What follows belongs to an exercise in optimizing a design on an open flow for small area and a short achievable clock period; a production flow would make more cautious choices. Function was not checked in any run shown here: the RTL went through the layout flow alone. No activity file was given, so power comes from the tool's default toggle rates.

==> flow/design.v, too long to show whole: its modules and the start of the top module <==
// module FA: 4 lines
// module HA: 4 lines
// module XOR2: 3 lines
// module NOR2: 3 lines
// module ALU2: 8909 lines
module ALU2 (
    input  logic clk,
    input  logic reset,
    input  logic [31:0] A, B,
    input  logic [3:0] op,
    output logic [31:0] Y
);
  // ...
==> flow/flow/run.sh <==
#!/bin/bash
set -euo pipefail
R=$PWD/orfs/results/sky130hd/ALU2/base
bash standard.sh $R/1_2_yosys.v > synth_flow.log 2>&1
python3 flow/ha2xor.py $R/1_2_yosys.v > ha2xor.log 2>&1
bash standard.sh SETUP_SLACK_MARGIN=46 finish > layout_flow.log 2>&1
==> flow/flow/ha2xor.py <==
#!/usr/bin/env python3
"""Replace each sky130 half adder whose carry output drives nothing with an
XOR2 cell (same function on the used output, a third less area).
usage: ha2xor.py NETLIST.v   (edited in place)"""
import re, sys
p = sys.argv[1]
t = open(p).read()
inst = re.compile(r'(  sky130_fd_sc_hd__ha_1 (\S+) \(\n\s*\.A\(([^)]*)\),\n\s*\.B\(([^)]*)\),\n\s*\.COUT\(([^)]*)\),\n\s*\.SUM\(([^)]*)\)\n\s*\);)')
# count every use of every net name in pin connections / assigns
uses = {}
for m in re.finditer(r'\.\w+\(([^()]*)\)', t):
    n = m.group(1).strip()
    uses[n] = uses.get(n, 0) + 1
for m in re.finditer(r'assign\s+([^=]+)=([^;]+);', t):
    for n in re.findall(r'[\\\w$.\[\]:]+ ?', m.group(0)):
        n = n.strip()
        uses[n] = uses.get(n, 0) + 1
cnt = 0
def rep(m):
    global cnt
    whole, name, a, b, co, s = m.groups()
    co = co.strip()
    if co == '' or uses.get(co, 0) <= 1:
        cnt += 1
        return f"  sky130_fd_sc_hd__xor2_1 {name} (\n    .A({a}),\n    .B({b}),\n    .X({s})\n  );"
    return whole
t2 = inst.sub(rep, t)
open(p, 'w').write(t2)
print(f"ha2xor: replaced {cnt} half adders")
==> flow/standard.sh <==
#!/bin/bash
# synth_recipe.tcl (not shown) runs the flow's synth.tcl, then flattens the netlist and writes it again
# the make line also repeats each setting of config.mk as NAME=value (left out here)
make -C /OpenROAD-flow-scripts/flow DESIGN_CONFIG=/design/flow/config.mk WORK_HOME=/design/flow/orfs CLKGATE_MAP_FILE= SYNTH_SCRIPT=/design/flow/synth_recipe.tcl "${@:-finish}"
==> flow/config.mk <==
export PLATFORM = sky130hd
export DESIGN_NAME = ALU2
export DESIGN_NICKNAME = ALU2
export VERILOG_FILES = /design/flow/design.v
export SDC_FILE = /design/flow/constraint.sdc
export NUM_CORES = 4
export LEC_CHECK = 0
export ABC_AREA = 1
export CAP_MARGIN = 20
export CORE_MARGIN = 2
export CORE_UTILIZATION = 55
export PLACE_DENSITY = 0.7
export SLEW_MARGIN = 20
export SYNTH_HIERARCHICAL = 1
export SYNTH_MINIMUM_KEEP_SIZE = 0
==> flow/constraint.sdc <==
create_clock -name core_clock -period 75.0 [get_ports {clk}]
set_input_delay 15.0000 -clock core_clock [delete_from_list [all_inputs] [get_ports {clk}]]
set_output_delay 15.0000 -clock core_clock [all_outputs]
set_load 0.01 [all_outputs]
==> notes.md, run 1 <==
status=timing/DRC/antenna clean; Core Footprint=114700 sq um; clock network fraction of total power=roughly 6.0%; worst stage delay on the critical path=between 400 and 500 ps; Inverters=about 1200; die area=~120000 sq um; Hold Path Sink=Y[0]$_DFF_PP0_; Ports=~100; Sink Count=between 150 and 200; Layout clock area frac=less than 1%; CP Depth=120; switching power total=around 890 uW; syn nets=between 10000 and 15000; fin. max-slew vios=0; Area-dominant class=multi-input combinational cells; CP most frequent cell=nand2_2; Fin Hold WS=~960 ps; pre-CTS WS=between 40000 and 50000 ps; number of fill cells=~10000; Final Setup Violations=0; clock skew=approximately 22 ps; Critical Path AT=approximately 30000 ps; P_comb=about 1400 uW; Final Cell Area=between 70000 and 80000 sq um; DR top layer=met5; non-filler cells in the finished layout=between 10000 and 15000; Post-CTS Setup Inserts=about 290; post-route ant nets=0; Reg-to-Reg End=Y[18]$_DFF_PP0_; Multi-input comb cells=around 7700; Die X=344.3 um; final hold violations=0; Total GRT Usage=between 40% and 50%; cell count of the worst hold path=2; hold buffer count at CTS=0; period utilisation layout=between 40% and 50%
==> inputs of run 2 (changes only) <==
--- a/flow/design.v
+++ b/flow/design.v
@@ -1,19 +1,16 @@
 module FA (input logic a, b, c, output logic s, co);
     assign s  = a ^ b ^ c;
     assign co = (a & b) | (a & c) | (b & c);
 endmodule
 module HA (input logic a, b, output logic s, co);
     assign s  = a ^ b;
     assign co = a & b;
 endmodule
-module XOR2 (input logic a, b, output logic y);
-    assign y = a ^ b;
-endmodule
 module NOR2 (input logic a, b, output logic y);
     assign y = ~(a | b);
 endmodule
 module ALU2 (
     input  logic clk,
     input  logic reset,
     input  logic [31:0] A, B,
     input  logic [3:0] op,
@@ -8844,56 +8841,87 @@
     wire m_s461, m_c461;
     FA m_fa461 (.a(m_c429), .b(m_s459), .c(m_c430), .s(m_s461), .co(m_c461));
     wire m_s462, m_c462;
     FA m_fa462 (.a(m_s460), .b(m_c431), .c(m_s461), .s(m_s462), .co(m_c462));
     wire m_s463, m_c463;
     FA m_fa463 (.a(m_c432), .b(m_s462), .c(m_c433), .s(m_s463), .co(m_c463));
     wire m_s464, m_c464;
     HA m_ha464 (.a(m_c434), .b(m_s463), .s(m_s464), .co(m_c464));
-    wire m_s465 = m_pp0_31 ^ m_pp10_21 ^ m_pp11_20;
-    wire m_s466 = m_pp12_19 ^ m_pp13_18 ^ m_pp14_17;
-    wire m_s467 = m_pp15_16 ^ m_pp16_15 ^ m_pp17_14;
-    wire m_s468 = m_pp18_13 ^ m_pp19_12 ^ m_pp1_30;
-    wire m_s469 = m_pp20_11 ^ m_pp21_10 ^ m_pp22_9;
-    wire m_s470 = m_pp23_8 ^ m_pp24_7 ^ m_pp25_6;
-    wire m_s471 = m_pp26_5 ^ m_pp27_4 ^ m_pp28_3;
-    wire m_s472 = m_pp29_2 ^ m_pp2_29 ^ m_pp30_1;
-    wire m_s473 = m_pp31_0 ^ m_pp3_28 ^ m_pp4_27;
-    wire m_s474 = m_pp5_26 ^ m_pp6_25 ^ m_pp7_24;
-    wire m_s475 = m_pp8_23 ^ m_pp9_22 ^ m_c435;
-    wire m_s476 = m_c436 ^ m_c437 ^ m_c438;
-    wire m_s477 = m_c439 ^ m_c440 ^ m_c441;
-    wire m_s478 = m_c442 ^ m_c443 ^ m_c444;
-    wire m_s479 = m_s465 ^ m_s466 ^ m_s467;
-    wire m_s480 = m_s468 ^ m_s469 ^ m_s470;
-    wire m_s481 = m_s471 ^ m_s472 ^ m_s473;
-    wire m_s482 = m_s474 ^ m_c445 ^ m_c446;
-    wire m_s483 = m_c447 ^ m_c448 ^ m_c449;
-    wire m_s484 = m_c450 ^ m_c451 ^ m_s475;
-    wire m_s485 = m_s476 ^ m_s477 ^ m_s478;
-    wire m_s486 = m_s479 ^ m_s480 ^ m_s481;
-    wire m_s487 = m_c452 ^ m_c453 ^ m_c454;
-    wire m_s488 = m_s482 ^ m_c455 ^ m_s483;
-    wire m_s489 = m_s484 ^ m_s485 ^ m_s486;
-    wire m_s490 = m_c456 ^ m_c457 ^ m_s487;
-    wire m_s491 = m_c458 ^ m_s488 ^ m_s489;
-    wire m_s492 = m_c459 ^ m_s490 ^ m_c460;
-    wire m_s493 = m_s491 ^ m_c461 ^ m_s492;
-    wire m_s494 = m_c462 ^ m_s493 ^ m_c463;
-    wire m_s495 = m_c464 ^ m_s494;
+    wire m_s465;
+    FA m_fa465 (.a(m_pp0_31), .b(m_pp10_21), .c(m_pp11_20), .s(m_s465), .co());
+    wire m_s466;
+    FA m_fa466 (.a(m_pp12_19), .b(m_pp13_18), .c(m_pp14_17), .s(m_s466), .co());
+    wire m_s467;
+    FA m_fa467 (.a(m_pp15_16), .b(m_pp16_15), .c(m_pp17_14), .s(m_s467), .co());
+    wire m_s468;
+    FA m_fa468 (.a(m_pp18_13), .b(m_pp19_12), .c(m_pp1_30), .s(m_s468), .co());
+    wire m_s469;
+    FA m_fa469 (.a(m_pp20_11), .b(m_pp21_10), .c(m_pp22_9), .s(m_s469), .co());
+    wire m_s470;
+    FA m_fa470 (.a(m_pp23_8), .b(m_pp24_7), .c(m_pp25_6), .s(m_s470), .co());
+    wire m_s471;
+    FA m_fa471 (.a(m_pp26_5), .b(m_pp27_4), .c(m_pp28_3), .s(m_s471), .co());
+    wire m_s472;
+    FA m_fa472 (.a(m_pp29_2), .b(m_pp2_29), .c(m_pp30_1), .s(m_s472), .co());
+    wire m_s473;
+    FA m_fa473 (.a(m_pp31_0), .b(m_pp3_28), .c(m_pp4_27), .s(m_s473), .co());
+    wire m_s474;
+    FA m_fa474 (.a(m_pp5_26), .b(m_pp6_25), .c(m_pp7_24), .s(m_s474), .co());
+    wire m_s475;
+    FA m_fa475 (.a(m_pp8_23), .b(m_pp9_22), .c(m_c435), .s(m_s475), .co());
+    wire m_s476;
+    FA m_fa476 (.a(m_c436), .b(m_c437), .c(m_c438), .s(m_s476), .co());
+    wire m_s477;
+    FA m_fa477 (.a(m_c439), .b(m_c440), .c(m_c441), .s(m_s477), .co());
+    wire m_s478;
+    FA m_fa478 (.a(m_c442), .b(m_c443), .c(m_c444), .s(m_s478), .co());
+    wire m_s479;
+    FA m_fa479 (.a(m_s465), .b(m_s466), .c(m_s467), .s(m_s479), .co());
+    wire m_s480;
+    FA m_fa480 (.a(m_s468), .b(m_s469), .c(m_s470), .s(m_s480), .co());
+    wire m_s481;
+    FA m_fa481 (.a(m_s471), .b(m_s472), .c(m_s473), .s(m_s481), .co());
+    wire m_s482;
+    FA m_fa482 (.a(m_s474), .b(m_c445), .c(m_c446), .s(m_s482), .co());
+    wire m_s483;
+    FA m_fa483 (.a(m_c447), .b(m_c448), .c(m_c449), .s(m_s483), .co());
+    wire m_s484;
+    FA m_fa484 (.a(m_c450), .b(m_c451), .c(m_s475), .s(m_s484), .co());
+    wire m_s485;
+    FA m_fa485 (.a(m_s476), .b(m_s477), .c(m_s478), .s(m_s485), .co());
+    wire m_s486;
+    FA m_fa486 (.a(m_s479), .b(m_s480), .c(m_s481), .s(m_s486), .co());
+    wire m_s487;
+    FA m_fa487 (.a(m_c452), .b(m_c453), .c(m_c454), .s(m_s487), .co());
+    wire m_s488;
+    FA m_fa488 (.a(m_s482), .b(m_c455), .c(m_s483), .s(m_s488), .co());
+    wire m_s489;
+    FA m_fa489 (.a(m_s484), .b(m_s485), .c(m_s486), .s(m_s489), .co());
+    wire m_s490;
+    FA m_fa490 (.a(m_c456), .b(m_c457), .c(m_s487), .s(m_s490), .co());
+    wire m_s491;
+    FA m_fa491 (.a(m_c458), .b(m_s488), .c(m_s489), .s(m_s491), .co());
+    wire m_s492;
+    FA m_fa492 (.a(m_c459), .b(m_s490), .c(m_c460), .s(m_s492), .co());
+    wire m_s493;
+    FA m_fa493 (.a(m_s491), .b(m_c461), .c(m_s492), .s(m_s493), .co());
+    wire m_s494;
+    FA m_fa494 (.a(m_c462), .b(m_s493), .c(m_c463), .s(m_s494), .co());
+    wire m_s495;
+    HA m_ha495 (.a(m_c464), .b(m_s494), .s(m_s495), .co());
     wire [31:0] prod = {m_s495, m_s464, m_s434, m_s405, m_s377, m_s350, m_s324, m_s299, m_s275, m_s252, m_s230, m_s209, m_s189, m_s170, m_s152, m_s135, m_s119, m_s104, m_s90, m_s77, m_s65, m_s54, m_s44, m_s35, m_s27, m_s20, m_s14, m_s9, m_s5, m_s2, m_s0, m_pp0_0};
     wire sub = (op == 4'd1);
     wire [32:0] ac;
     wire [31:0] asum;
     assign ac[0] = sub;
     genvar i;
     generate for (i = 0; i < 32; i++) begin : add
         wire bb;
-        XOR2 xb (.a(regB[i]), .b(sub), .y(bb));
+        HA xb (.a(regB[i]), .b(sub), .s(bb), .co());
         FA fa (.a(regA[i]), .b(bb), .c(ac[i]), .s(asum[i]), .co(ac[i+1]));
     end endgenerate
     wire left = (op == 4'd8);
     wire big = |regB[31:5];
     wire [31:0] sh_in, sh_out, sh_rev;
     generate for (i = 0; i < 32; i++) begin : rev
         assign sh_in[i]  = left ? regA[31-i] : regA[i];
         assign sh_rev[i] = sh_out[31-i];
==> flow/flow/run.sh (replaced) <==
#!/bin/bash
set -euo pipefail
R=$PWD/orfs/results/sky130hd/ALU2/base
bash standard.sh $R/1_2_yosys.v > synth_flow.log 2>&1
python3 flow/ha2xor.py $R/1_2_yosys.v > ha2xor.log 2>&1
bash standard.sh "BUFFER_PORTS_ARGS=-buffer_cell sky130_fd_sc_hd__buf_1" SETUP_SLACK_MARGIN=43 finish > layout_flow.log 2>&1
==> flow/config.mk (replaced) <==
export PLATFORM = sky130hd
export DESIGN_NAME = ALU2
export DESIGN_NICKNAME = ALU2
export VERILOG_FILES = /design/flow/design.v
export SDC_FILE = /design/flow/constraint.sdc
export NUM_CORES = 4
export LEC_CHECK = 0
export ABC_AREA = 1
export CAP_MARGIN = 20
export CORE_MARGIN = 2
export CORE_UTILIZATION = 65
export PLACE_DENSITY = 0.75
export SLEW_MARGIN = 20
export SYNTH_HIERARCHICAL = 1
export SYNTH_MINIMUM_KEEP_SIZE = 0
==> notes.md, run 2 <==
status=timing/DRC/antenna clean; Hold Path Sink=Y[0]$_DFF_PP0_; DR top layer=met5; CTS Buffer Depth=2; Multi-input gate area=~55000 sq um; synth warn=7; GP Congestion=1.071; H-tree depth=4; Worst EP required=about 75000 ps; Gate Count Post-Synth=9030; dpl hpwl=193.8 mm; Total GRT Usage=50.67% (+5.9 points); Cell Rows=114; switching power total=917.7 uW (+2.6%); Pwr Density=~24 nW/um^2; # port buffers=between 100 and 150; commonest non-fill, non-tap cell in the layout=nand2_1; Lkg Pwr=0.03666 uW; R2R Path Start=regB3[0]$_DFF_PP0_; worst-path fanout max=12; crit path max-delay cell type=fa_2; total gr overflow=0; final hold violations=0 (unchanged); delay-heaviest family, CP=compound AO/OA/AOI/OAI gates; sequential share of power=about 6.7%; Biggest register=regB3; vias in the first global route=63920; Sink Count=161 (unchanged); CP most frequent cell=nand2_1; CTS tree=done; starting density of the core=roughly two thirds; Rel. slew slack=11.60%; Core Footprint=96570 sq um (-16%); Die X=316.1 um (-8.2%); RSZ-0062 raised after global routing=no; first-pass GRT wire length=380.1 mm; antenna violations before repair=23; met3 WL post-DR=between 30 and 40 mm; critical path launch point type=input port; Reg-to-Reg End=Y[12]$_DFF_PP0_; Tmin final=~31000 ps; Max-Cap Viols=0; met1 WL=89.18 mm; Vias/cell=6.384; crit path buf inv count=22; DR WL met2=107.2 mm; Worst Max-Slew Pin Slew=between 1000 and 1500 ps; Peak VDD IR=0.2262 mV; height of the die=between 300 and 400 um; combinational power share=87.2%; max FFs per register=34; CP Class=input port to flip-flop; register area=between 4000 and 5000 sq um; Sw Ratio=56.21%; largest net degree at the start of global routing=70; layout cells sized above 1=under 10%; die area=99930 sq um (-16%); synthesis-to-layout area growth=7.145%; Ports=102 (unchanged); post-route ant nets=0 (unchanged); final setup TNS=0 ps; Total Wirelength=about 260 mm; Critical Path AT=31800 ps (+1060 ps); routed len/inst=around 25 um; CTS Buf Count=17; Placed Cells incl. Taps=a little over 10000; period utilisation layout=41.85% (+1.4 points); Max Freq=around 0.032 GHz; Largest regs=regB3 x34, Y x32, regA x32; Pre-antenna DRT Iters=10; worst min-delay path category=flip-flop to flip-flop; register-to-register setup slack=between 40000 and 50000 ps; worst hold start=regA[0]$_DFF_PP0_; NumNets Final=~11000; Final Setup Violations=0 (unchanged); cell count of the worst hold path=4 (+2); CTS root buf=clkbuf_16; DRT iter0 DRCs=around 8700; fin. max-slew vios=0 (unchanged); CTS clock-pin slew for the worst setup and hold paths=90 ps; cell area after synthesis=~63000 sq um; crit path capture type=flip-flop; clock skew=33.50 ps (+11.89 ps); worst stage delay on the critical path=420 ps (-20 ps); clk latency of the worst-skew pair=540 ps; # DRC=0; Internal=714.8 uW; Syn Area/Cell=between 7 and 8 sq um; commonest non-fill, non-tap cells in the layout=2036 x nand2_1, 995 x inv_1, 954 x nor2_1; Worst Reg2Reg Path Length in Cells=between 100 and 150; non-filler cells in the finished layout=10476 (-6.2%); number of fill cells=8233 (-21%); clock network fraction of total power=6.1% (about the same); detailed-route via count=~67000; syn nets=10555 (-1.4%)
[run 2: cell types whose count changed in the layout (fill, tap and decap cells not counted), moves of 34 or more]
cell             previous run  this run
buf_1                       0        75
inv_1                    1055       995
nor2_1                    916       954
nand2_2                   150        68
buf_6                      36         2
ha_1                      878       916
ha_4                       77        33
a21oi_1                   320       382
clkdlybuf4s50_1            69         0
buf_4                     455       203
fa_1                      446       497
[run 2: how the worst max path moves through the flow]
stage          cells after the start   from            endpoint
3_3_place_gp                     119   B[2]  regR[16]$_DFF_PP0_
5_1_grt                          123   B[0]  regR[16]$_DFF_PP0_
3_5_place_dp                     119   B[2]  regR[16]$_DFF_PP0_
6_report                         124   B[0]  regR[26]$_DFF_PP0_
2_1_floorplan                     41  op[1]     Y[31]$_DFF_PP0_
4_1_cts                          126   B[0]  regR[31]$_DFF_PP0_
[run 2: metrics by stage]
stage               hold WS, ps  total power [uW]  util, %  setup WS (ps)  instance area, sq um
finish                     1004              1632    70.26          43620                 67850
global placement          877.1              1400    67.34          40310                 65030
CTS                       966.4              1550    68.40          43000                 66050
global route               1014              1735    70.24          42660                 67830
floorplan                 668.8              1022        -          44180                 63320
detailed placement        955.2              1439    67.34          39750                 65030
[run 2: final cells by class]
cell class,instances,area share (%)
Antenna cell,9,0.03320
Clock buffer,17,0.6270
Timing Repair Buffer,310,3.030
Tap cell,1276,2.353
Inverter,1082,6.084
Multi-Input combinational cell,7606,81.63
Clock inverter,15,0.2729
Sequential cell,161,5.968
[run 2: power by group through the flow]
stage	Sequential [uW]	Clock (uW)	Combinational [uW]
3_5_place_dp	109	0	1330
5_1_grt	109	103	1520
3_3_place_gp	109	0	1290
4_1_cts	108	99.9	1340
6_report	109	100	1420
2_1_floorplan	107	0	915
[run 2: routing by layer]
layer	vias to the layer above	track usage (%)
met2	4614	75.44
met4	40	40.80
li1	29777	-
met5	-	0.6155
met1	30862	57.91
met3	1586	19.61
[run 2: worst min-delay path, cell delays in order (launching register included)]
cell and delay, ps:
dfrtp_1 540, nand2_1 150, o211ai_1 100, nand2_1 110, nand2_1 70
[run 2: repair_timing]
item / 4_1_cts / 5_1_grt
endpoints found under the setup margin: 18 / 18
buffers inserted: 21 / 82
resized for setup: 84 / 255
cloned: 0 / 3
pin swaps: 10 / 72
hold buffers: 0 / 0

[what the ideal ports hide]
The flow's constraints put no driver on any port. The routed layouts listed below were extracted and timed again, unchanged, in two steps. Step 1 assumes that a clkbuf_16 drives the clock port and a buf_2 every other input. Step 2 times the ports against the registers' clock, not the clock port: input delays grow and output delays shrink by t, the midpoint of the rising clock arrivals with the driver on. Three values: ideal ports, drivers, drivers and shift; two values: the first two.
| run | t (ns) | setup slack, ns | hold slack, ns | cell pins on the clock port's net |
|---|---|---|---|---|
| run 1 | 0.604 | 44.667 / 44.660 / 44.056 | 0.960 / 0.960 / 0.960 | 1 |
| run 2 | 0.603 | 43.616 / 43.621 / 43.019 | 1.004 / 1.004 / 1.004 | 1 |
After both steps setup and hold are still met in every run listed. The setup slack of run 1, which loses most, moves by -0.007 ns with the drivers and by -0.611 ns with both steps.
